This is an optimization exercise on Yosys and OpenROAD, whose aim is small area, not a production implementation. Function was not checked in any run shown here: the RTL went through the layout flow alone. Power is estimated from default activity; no workload was simulated.

==> flow/design.v (outline; a module is shown in full before it is edited, if it fits) <==
// module WTA: 2477 lines
module WTA
#(
	parameter  MAXDISPARITY = 64 ,
	parameter  LPDI_WIDTH = 8 ,
	parameter  INPUTDATAWID = 513,
	parameter  OUTPUTDATAWID = 9
  )
(
	input wire                      clk,
	input wire                      en,
	input wire                      pixelEN,
	input  wire[INPUTDATAWID-1:0]   LPDi,
	output wire[OUTPUTDATAWID-1:0]  disparity
);
  // ...
==> flow/flow/run.sh <==
#!/bin/bash
set -euo pipefail
W=$PWD
PLAT="$FLOW_HOME/platforms/$FLOW_PLATFORM"
bash standard.sh synth > "$W/synth_ref.log" 2>&1
cp orfs/results/"$FLOW_PLATFORM"/WTA/base/1_2_yosys.v "$W/ref_synth.v"
python3 flow/map.py "$FLOW_DESIGN" "$W/ref_synth.v" "$W/mapped.v" > "$W/map.log" 2>&1
sed 's/\bmodule WTA\b/module WTA_rtl/' "$FLOW_DESIGN" > "$W/rtl_ref.v"
iverilog -g2012 -DFUNCTIONAL -DUNIT_DELAY=#0 -o "$W/selfcheck.vvp" flow/selfcheck_tb.v "$W/rtl_ref.v" \
  "$PLAT/verilog/primitives.v" "$PLAT/verilog/sky130_fd_sc_hd.v" "$W/mapped.v" > "$W/selfcheck.log" 2>&1
vvp -n "$W/selfcheck.vvp" >> "$W/selfcheck.log" 2>&1
grep -q "SELFCHECK PASS" "$W/selfcheck.log"
rm -rf orfs
bash standard.sh SYNTH_NETLIST_FILES="$W/mapped.v" \
  "BUFFER_PORTS_ARGS=-buffer_cell sky130_fd_sc_hd__buf_1" GPL_TIMING_DRIVEN=0 finish > "$W/layout.log" 2>&1
==> flow/flow/map.py <==
#!/usr/bin/env python3
"""Technology mapping for this design's RTL, which is written one gate per assignment.

usage: map.py design.v ref_synth.v out.v

Reads design.v (the version's RTL as the layout reads it), maps every
'assign nK = <expression>;' onto the sky130hd cell with that function, every bit of the
step-enabled registers onto sky130_fd_sc_hd__edfxtp_1, and writes the gate netlist.
Register instances get the names the standard synthesis gives them; ref_synth.v (the
standard synthesis of the same design.v) is read to check that the two netlists have the
same registers, by name and cell type. Stops with an error on anything it does not know."""
import re, sys

LIB = {
 'inv':    ('A', 'Y', '~{A}'),
 'nand2':  ('A B', 'Y', '~({A} & {B})'),
 'nor2':   ('A B', 'Y', '~({A} | {B})'),
 'and2':   ('A B', 'X', '{A} & {B}'),
 'or2':    ('A B', 'X', '{A} | {B}'),
 'nand3':  ('A B C', 'Y', '~({A} & {B} & {C})'),
 'nor3':   ('A B C', 'Y', '~({A} | {B} | {C})'),
 'and3':   ('A B C', 'X', '{A} & {B} & {C}'),
 'nand4':  ('A B C D', 'Y', '~({A} & {B} & {C} & {D})'),
 'nor4':   ('A B C D', 'Y', '~({A} | {B} | {C} | {D})'),
 'and4':   ('A B C D', 'X', '{A} & {B} & {C} & {D}'),
 'or4':    ('A B C D', 'X', '{A} | {B} | {C} | {D}'),
 'o22ai':  ('A1 A2 B1 B2', 'Y', '~(({A1} | {A2}) & ({B1} | {B2}))'),
 'a22oi':  ('A1 A2 B1 B2', 'Y', '~(({A1} & {A2}) | ({B1} & {B2}))'),
 'a22o':   ('A1 A2 B1 B2', 'X', '({A1} & {A2}) | ({B1} & {B2})'),
 'o22a':   ('A1 A2 B1 B2', 'X', '({A1} | {A2}) & ({B1} | {B2})'),
 'a21oi':  ('A1 A2 B1', 'Y', '~(({A1} & {A2}) | {B1})'),
 'a221o':  ('A1 A2 B1 B2 C1', 'X', '({A1} & {A2}) | ({B1} & {B2}) | {C1}'),
 'a221oi': ('A1 A2 B1 B2 C1', 'Y', '~(({A1} & {A2}) | ({B1} & {B2}) | {C1})'),
 'o221a':  ('A1 A2 B1 B2 C1', 'X', '({A1} | {A2}) & ({B1} | {B2}) & {C1}'),
 'o221ai': ('A1 A2 B1 B2 C1', 'Y', '~(({A1} | {A2}) & ({B1} | {B2}) & {C1})'),
 'mux2':   ('A0 A1 S', 'X', '{S} ? {A1} : {A0}'),
 'o21ai':  ('A1 A2 B1', 'Y', '~(({A1} | {A2}) & {B1})'),
}
# same-area stronger variants
FREE = {'inv': 2, 'mux2': 2, 'or2': 2, 'o221a': 2}
# (fanout at least, size) per cell type
FANOUT_SIZE = {
 'a221o': [(3, 2)], 'a22o': [(3, 2)], 'o22a': [(3, 2)], 'and2': [(3, 2), (6, 4)], 'and4': [(3, 2), (6, 4)],
 'or2': [(6, 4)], 'and3': [(3, 2), (6, 4)], 'or4': [(3, 2), (6, 4)],
 'nand2': [(6, 2)], 'nand3': [(6, 2)], 'a21oi': [(6, 2)],
}
SIG = r'([A-Za-z_]\w*(?:\s*\[\s*\d+\s*\])?)'

def pattern(tmpl):
    out = ''
    for part in re.split(r'(\{\w+\})', tmpl):
        if part.startswith('{'):
            out += SIG
        else:
            for ch in part:
                out += r'\s*' if ch == ' ' else re.escape(ch)
    return re.compile(r'^\s*' + out + r'\s*$')

# pins in the order their placeholders appear in the expression
PATS = [(k, pattern(v[2]), re.findall(r'\{(\w+)\}', v[2]), v[1]) for k, v in LIB.items()]
# most specific first: longer templates before shorter ones
PATS.sort(key=lambda p: -len(LIB[p[0]][2]))

def norm(s):
    return re.sub(r'\s+', '', s)

def die(msg):
    sys.exit('map.py: ' + msg)

def main():
    src, ref, out = sys.argv[1:4]
    text = open(src).read()
    text = re.sub(r'//[^\n]*', '', text)
    text = re.sub(r'/\*.*?\*/', '', text, flags=re.S)
    cells = []
    wires = []
    for m in re.finditer(r'\bassign\s+(n\d+)\s*=\s*([^;]*);', text):
        lhs, rhs = m.group(1), m.group(2)
        for typ, pat, pins, outpin in PATS:
            mm = pat.match(rhs)
            if mm:
                cells.append((typ, lhs, dict(zip(pins, map(norm, mm.groups()))), outpin))
                wires.append(lhs)
                break
        else:
            die(f'no cell for assign {lhs} = {rhs}')
    m = re.search(r'\bwire\s+step\s*=\s*en\s*&\s*pixelEN\s*;', text)
    if not m:
        die('no step')
    regs = {}
    for m in re.finditer(r'\breg\s*\[\s*(\d+)\s*:\s*0\s*\]\s*(\w+)\s*;', text):
        regs[m.group(2)] = int(m.group(1)) + 1
    blocks = re.findall(r'always\s*@\s*\(\s*posedge\s+clk\s*\)\s*if\s*\(\s*step\s*\)\s*(\w+)\s*<=\s*\{([^}]*)\}\s*;', text)
    if sorted(b[0] for b in blocks) != sorted(regs):
        die(f'registers {sorted(regs)} vs assignments {[b[0] for b in blocks]}')

    def expand(item):
        item = norm(item)
        m = re.fullmatch(r'(\w+)\[(\d+):(\d+)\]', item)
        if m:
            hi, lo = int(m.group(2)), int(m.group(3))
            return [f'{m.group(1)}[{i}]' for i in range(hi, lo - 1, -1)]
        m = re.fullmatch(r"(\d+)'b([01]+)", item)
        if m:
            assert int(m.group(1)) == len(m.group(2))
            return ['zero' if c == '0' else 'one' for c in m.group(2)]
        return [item]

    flops = []
    for name, body in blocks:
        bits = [b for it in body.split(',') for b in expand(it)]
        if len(bits) != regs[name]:
            die(f'{name}: {len(bits)} bits for {regs[name]}')
        for i, d in enumerate(reversed(bits)):
            flops.append((f'{name}[{i}]', d))
    m = re.search(r'\bassign\s+disparity\s*=\s*\{([^}]*)\}\s*;', text)
    if not m:
        die('no disparity')
    outs = [b for it in m.group(1).split(',') for b in expand(it)]
    if len(outs) != 9:
        die('disparity width')
    outs = list(reversed(outs))

    # registers of the standard synthesis
    reftxt = open(ref).read()
    refregs = sorted(re.findall(r'(sky130_fd_sc_hd__\w+)\s+\\(\S+\$_\w+)\s', reftxt))
    mine = sorted(('sky130_fd_sc_hd__edfxtp_1', f'{q}$_DFFE_PP_') for q, _ in flops)
    if refregs != mine:
        die(f'registers differ from the standard synthesis: {refregs[:5]} ... vs {mine[:5]} ...')

    # drive strengths: free upgrades (same area), then by fanout
    fanout = {}
    for typ, o, pins, outpin in cells:
        for n in pins.values():
            fanout[n] = fanout.get(n, 0) + 1
    for q, d in flops:
        fanout[d] = fanout.get(d, 0) + 1
    size = {}
    for typ, o, pins, outpin in cells:
        s_ = FREE.get(typ, 1)
        fo = fanout.get(o, 0)
        for lim, sz in FANOUT_SIZE.get(typ, []):
            if fo >= lim:
                s_ = max(s_, sz)
        size[o] = s_
    regnames = {q for q, _ in flops}
    def net(n):
        if n in regnames:
            return '\\' + n + ' '
        return n
    L = ['module WTA(clk, en, pixelEN, LPDi, disparity);',
         '  input clk; input en; input pixelEN; input [512:0] LPDi; output [8:0] disparity;',
         '  wire step; wire zero;']
    for q, _ in flops:
        L.append(f'  wire {net(q)};')
    for w in wires:
        L.append(f'  wire {w};')
    L.append('  sky130_fd_sc_hd__and2_1 ustep (.A(en), .B(pixelEN), .X(step));')
    for i, (typ, o, pins, outpin) in enumerate(cells):
        ps = ', '.join(f'.{p}({net(n)})' for p, n in pins.items())
        L.append(f'  sky130_fd_sc_hd__{typ}_{size[o]} g{i} ({ps}, .{outpin}({o}));')
    for q, d in flops:
        L.append(f'  sky130_fd_sc_hd__edfxtp_1 \\{q}$_DFFE_PP_  (.CLK(clk), .D({net(d)}), .DE(step), .Q({net(q)}));')
    if 'one' in outs:
        die('constant one output')
    L.append('  sky130_fd_sc_hd__conb_1 tie0 (.LO(zero));')
    for k, o in enumerate(outs):
        L.append(f'  assign disparity[{k}] = {net(o)};')
    L.append('endmodule')
    open(out, 'w').write('\n'.join(L) + '\n')
    print(f'map.py: {len(cells)} gates, {len(flops)} registers')

main()
==> flow/flow/selfcheck_tb.v <==
`timescale 1ns/1ps
module selfcheck_tb;
  reg clk = 0;
  reg en, pen;
  reg [512:0] lpdi;
  wire [8:0] d_net, d_rtl;
  WTA     u_net (.clk(clk), .en(en), .pixelEN(pen), .LPDi(lpdi), .disparity(d_net));
  WTA_rtl u_rtl (.clk(clk), .en(en), .pixelEN(pen), .LPDi(lpdi), .disparity(d_rtl));
  integer i, d, kind, steps, errors, seed, base;
  always #5 clk = ~clk;
  initial begin
    seed = 12345; steps = 0; errors = 0;
    en = 0; pen = 0; lpdi = 0;
    for (i = 0; i < 4000; i = i + 1) begin
      @(negedge clk);
      kind = $random(seed) & 7;
      base = $random(seed) & 255;
      for (d = 0; d < 64; d = d + 1)
        case (kind)
          0, 1: lpdi[8*d +: 8] = $random(seed);
          2, 3: lpdi[8*d +: 8] = base + ($random(seed) & 3);
          4:    lpdi[8*d +: 8] = base;
          5:    lpdi[8*d +: 8] = (($random(seed) & 15) == 0) ? ($random(seed) & 1) : 8'hff;
          6:    lpdi[8*d +: 8] = base ^ (1 << ($random(seed) & 7));
          default: lpdi[8*d +: 8] = ($random(seed) & 1) ? base : ~base;
        endcase
      lpdi[512] = $random(seed);
      en = (i < 1000) ? 1'b1 : (($random(seed) & 3) != 0);
      pen = (i < 1000) ? 1'b1 : (($random(seed) & 3) != 0);
      @(posedge clk);
      if (en && pen) steps = steps + 1;
      #1;
      if (steps >= 6 && d_net !== d_rtl) begin
        errors = errors + 1;
        if (errors < 5) $display("mismatch at %0d: net %h rtl %h", i, d_net, d_rtl);
      end
    end
    if (errors == 0) $display("SELFCHECK PASS");
    else $display("SELFCHECK FAIL %0d", errors);
    $finish;
  end
endmodule
==> flow/standard.sh <==
#!/bin/bash
# synth_recipe.tcl (not shown) runs the flow's synth.tcl, then flattens the netlist and writes it again
# the make line also repeats each setting of config.mk as NAME=value (left out here)
make -C /OpenROAD-flow-scripts/flow DESIGN_CONFIG=/design/flow/config.mk WORK_HOME=/design/flow/orfs CLKGATE_MAP_FILE= SYNTH_SCRIPT=/design/flow/synth_recipe.tcl "${@:-finish}"
==> flow/config.mk <==
export PLATFORM = sky130hd
export DESIGN_NAME = WTA
export DESIGN_NICKNAME = WTA
export VERILOG_FILES = /design/flow/design.v
export SDC_FILE = /design/flow/constraint.sdc
export NUM_CORES = 8
export LEC_CHECK = 0
export CAP_MARGIN = 20
export CORE_MARGIN = 2
export CORE_UTILIZATION = 40
export SLEW_MARGIN = 20
==> flow/constraint.sdc <==
create_clock -name core_clock -period 6.67 [get_ports {clk}]
set_input_delay 1.3340 -clock core_clock [delete_from_list [all_inputs] [get_ports {clk}]]
set_output_delay 1.3340 -clock core_clock [all_outputs]
set_load 0.01 [all_outputs]
==> reports/results.txt, run 1 <==
CTS tree = built
Max Slew Vio Count = 0
Most flop-heavy register = pipe
Max FFs per register = 35
Post-CTS setup buffers = 6
Vias in the first global route = 13.3k
P&R area growth vs syn = 38.5%
Top Layer Used = met5
Gate power share = 0.699
Die ar. = 26700 sq um
Hold Crit Depth = 0
Crit path from = LPDi[383]
P_comb = 1.64 mW
Status = complete, no violations
Fmax = 0.154 GHz
Rel. slew slack = 0.504
Reg area = 1650 sq um
Largest net degree at the start of global routing = 56
Multi-In Gates = 1223
Root Buffer = clkbuf_16
Die height = 163 microns
CTS sink cnt = 55
Rows = 58
Routability congestion estimate = 0.977
Most frequent cells in the layout = buf_1 (520), o22ai_1 (235), nor3_1 (185), a221o_2 (128), nor2_1 (124)
Ant diodes = 15
Source of the worst hold timing path = pipe[21]
Hold Vio Cnt, Final = 0
Clock power frac = 0.117
Final wirelength = 54400 microns
HP Class = reg2reg
Worst R2R Start = s1[4]
Post-cts sizing count = 22
Reg-to-reg slack, setup = 5.32 ns
==> inputs of run 2 (changes only) <==
--- a/flow/design.v
+++ b/flow/design.v
@@ -2444,35 +2444,31 @@
 assign n1202 = n1125 & n1126;
 assign n1203 = n1127 ? n1177 : n1169;
 assign n1204 = n1127 ? n1178 : n1170;
 assign n1205 = n1127 ? n1175 : n1167;
 assign n1206 = n1127 & n1128;
 assign n1207 = n1129 ? n1193 : n1185;
 assign n1208 = n1129 ? n1194 : n1186;
 assign n1209 = n1129 ? n1191 : n1183;
-assign n1210 = s1[4] ? s1[5] : s1[0];
-assign n1211 = s1[4] ? s1[6] : s1[1];
-assign n1212 = s1[4] ? s1[7] : s1[2];
-assign n1213 = s1[4] ? s1[8] : s1[3];
-assign n1214 = s1[4] & s1[9];
-assign n1215 = s1[14] ? s1[15] : s1[10];
-assign n1216 = s1[14] ? s1[16] : s1[11];
-assign n1217 = s1[14] ? s1[17] : s1[12];
-assign n1218 = s1[14] ? s1[18] : s1[13];
+assign n1210 = n1198 ? n1199 : n1195;
+assign n1211 = n1198 ? n1200 : n1196;
+assign n1212 = n1198 ? n1201 : n1197;
+assign n1213 = n1198 ? n1125 : n1123;
+assign n1214 = n1198 & n1202;
+assign n1215 = n1206 ? n1207 : n1203;
+assign n1216 = n1206 ? n1208 : n1204;
+assign n1217 = n1206 ? n1209 : n1205;
+assign n1218 = n1206 ? n1129 : n1127;
 assign n1219 = n1214 ? n1215 : n1210;
 assign n1220 = n1214 ? n1216 : n1211;
 assign n1221 = n1214 ? n1217 : n1212;
 assign n1222 = n1214 ? n1218 : n1213;
-assign n1223 = n1214 ? s1[14] : s1[4];
+assign n1223 = n1214 ? n1206 : n1198;
 assign n1224 = ~n1219;
 assign n1225 = ~n1220;
 assign n1226 = ~n1221;
-reg [19:0] s1;
+reg [41:0] pipe;
 always @(posedge clk)
 if (step)
-	s1 <= {LPDi[512], n1129, n1209, n1208, n1207, n1206, n1127, n1205, n1204, n1203, n1202, n1125, n1201, n1200, n1199, n1198, n1123, n1197, n1196, n1195};
-reg [34:0] pipe;
-always @(posedge clk)
-if (step)
-	pipe <= {pipe[27:0], s1[19], n1214, n1223, n1222, n1226, n1225, n1224};
-assign disparity = {pipe[34], 2'b00, pipe[33:28]};
+	pipe <= {pipe[34:0], LPDi[512], n1214, n1223, n1222, n1226, n1225, n1224};
+assign disparity = {pipe[41], 2'b00, pipe[40:35]};
 endmodule
==> reports/results.txt, run 2 <==
Die height = 160 microns (-1.9%)
Die width = 160 microns
Worst Path Required = 6.84 ns
# DRC = 0
Status = finished with violations
Hold Vio Cnt, Final = 0 (unchanged)
CTS sink cnt = 42 (-24%)
Vias in the first global route = 14.3k (+7.4%)
Worst Path Max Fanout = 5
Rows = 57 (-1.7%)
Synthesized instance count = 1261
Final instance area = 16600 sq um
Critical path arrival = 7.10 ns
Post-synthesis instance area = 9770 sq um
PD cells = 170 nW/um^2
GRT overflow = 0
Most common cell after layout, fill and taps aside = buf_1
Final std cells w/o fill = 2286
Biggest regs = pipe (42)
Final Cycle Share = 1.04
H-Tree Level Count = 2
Worst-path clk slew = 0.07 ns
Layout cells sized above 1 = 0.475
Placed standard-cell area = 12200 sq um
Layout check failures = negative setup slack
Placed wire-length estimate = 42400 microns
Total chip power = 2.81 mW
Clock Path Buffers = 2
Max-cap violation count = 0
Routability congestion estimate = 0.975 (-0.20%)
Peak VDD IR = 0.118 mV
CP max stage delay = 0.36 ns
Router iterations before antenna repair = 6
DR vias = 16.1k
Max FFs per register = 42 (+20%)
P&R area growth vs syn = 69.4%
Syn_area_per_cell = 7.75 sq um
RSZ-0062 raised after global routing = yes
Worst hold margin = 0.417 ns
HP Class = reg2reg
Max Slew Vio Count = 0 (unchanged)
Number of I/O pins = 525
Crit path kind = in2reg
YS warnings = 0
Die ar. = 25700 sq um (-3.7%)
Reg-to-reg slack, setup = 6.00 ns (+0.68 ns)
Element type at the critical path start = primary input
Final core utilization = 0.685
Final worst slack = -0.260 ns
Initial Util = 0.404
Static Leakage = 5.54 nW
Cts bufs inserted = 5
Placed Instances = 2109
Root Buffer = clkbuf_16
Worst Setup End Kind = flop
Routed Antenna Nets = 0
Vias per cell = 7.04
Core ar. = 24200 sq um
Final nets = 2465
Port bufs = 522
Clock skew = 0.00923 ns
Slowest CP cell = mux2_4
Clock latency on the worst-skew pair = 0.29 ns
Largest net degree at the start of global routing = 35 (-38%)
Initial antenna violation count = 9
Gr usage total = 0.378
Setup-failing EPs final = 5
Most flop-heavy register = pipe
Final wirelength = 56300 microns (+3.6%)
Drt first-iter violations = 1538
Post-layout min period = 6.93 ns
Routed wire per std cell = 24.6 microns
CTS tree = built
First-pass GRT wire length = 77900 microns
Most frequent cells in the layout = buf_1 (424), o22ai_1 (191), a221o_2 (128), nor3_1 (121), buf_4 (119)
Fmax = 0.144 GHz (-6.4%)
==> run 2: changes by cell type in the layout (fill, tap and decap cells not counted), moves of 35 or more <==
cell      before  now
nor3_1       185  121
buf_1        520  424
a22o_4         0   41
buf_4         41  119
clkbuf_2       2   76
a22o_2        64   23
o22ai_2        1   42
o22ai_1      235  191
nor3_2         7   65
nor2_1       124   89
==> run 2: repair_timing <==
action                                  CTS  global route
endpoints found under the setup margin    6             6
hold buffers                              0             0
resized for setup                       188           413
hold endpoints to repair                  0             0
pin swaps                                75           187
cloned                                    8             7
setup buffers                            57            85
==> run 2: power breakdown <==
part | leakage, nW | switching [mW] | total [mW] | internal (mW)
logic | 5.07 | 1.25 | 2.24 | 0.987
clock network | 0.0705 | 0.107 | 0.247 | 0.141
registers | 0.407 | 0.00459 | 0.325 | 0.320
==> run 2: through the flow <==
stage	setup WS (ns)	setup TNS, ns
2_1_floorplan	0.330	0
3_3_place_gp	-1.53	-8.55
3_5_place_dp	-1.65	-9.24
4_1_cts	0.00144	0
5_1_grt	-0.367	-1.69
6_report	-0.260	-1.17
==> run 2: cell type report <==
class / count / area [sq um]
Inverter: 3 / 11.3
Multi-Input combinational cell: 1231 / 11300
Tap cell: 324 / 405
Antenna cell: 12 / 30.0
Fill cell: 2045 / 7620
Sequential cell: 42 / 1260
Clock inverter: 3 / 25.0
Clock buffer: 5 / 125
Timing Repair Buffer: 666 / 3410
==> run 2: worst max-delay path: cells and delay by family <==
family / cells / cell delay, ns
and+or+nand+nor: 13 / 2.00
AOI/OAI and AO/OA: 8 / 1.71
buffers and inverters: 8 / 1.15
muxes: 3 / 0.90
==> run 2: worst paths after layout <==
check                 start  endpoint  cells after the start
hold reg to reg    pipe[10]  pipe[17]                      0
setup / recovery  LPDi[174]   pipe[2]                     32
setup reg to reg   pipe[30]  pipe[37]                      0
hold / removal     pipe[10]  pipe[17]                      0
==> run 2: routing by layer <==
metal / global-route usage / vias up / wire length (microns) / part of all wire
met2: 0.652 / 1035 / 27000 / 0.48
li1: - / 7157 / - / -
met4: 0.165 / 2 / 3100 / 0.055
met1: 0.459 / 7662 / 21100 / 0.37
met3: 0.0726 / 243 / 5220 / 0.093
met5: 0 / - / 13 / 0.00023

[afterwards: timing with drivers on the ports]
In the flow no input, the clock included, has a driving cell. The finished layouts below were timed again as built, in two steps.
Step 1 (the two cells are an assumption about what drives the block):
set clk [get_ports {clk}]
set_driving_cell -lib_cell sky130_fd_sc_hd__clkbuf_16 $clk
set_driving_cell -lib_cell sky130_fd_sc_hd__buf_2 [delete_from_list [all_inputs] $clk]
Step 2, shift: input delay + t, output delay - t, t = (earliest + latest rising clock arrival at the registers) / 2. This alone moves slack from input paths to output paths.
a / b / c = no drivers / after step 1 / after step 2; a / b = the first two.
run | shift t [ns] | setup slack, ns | worst data-port slew with drivers (ns) | cell pins on the clock port's net
run 1 | 0.329 | 0.186 / 0.105 / -0.224 | 0.16 | 1
run 2 | 0.320 | -0.260 / -0.247 / -0.567 | 0.15 | 1
Met with ideal ports but missed after step 2: setup timing in run 1. The setup slack of run 1, which loses most, moves by -0.081 ns with the drivers and by -0.410 ns with both steps.
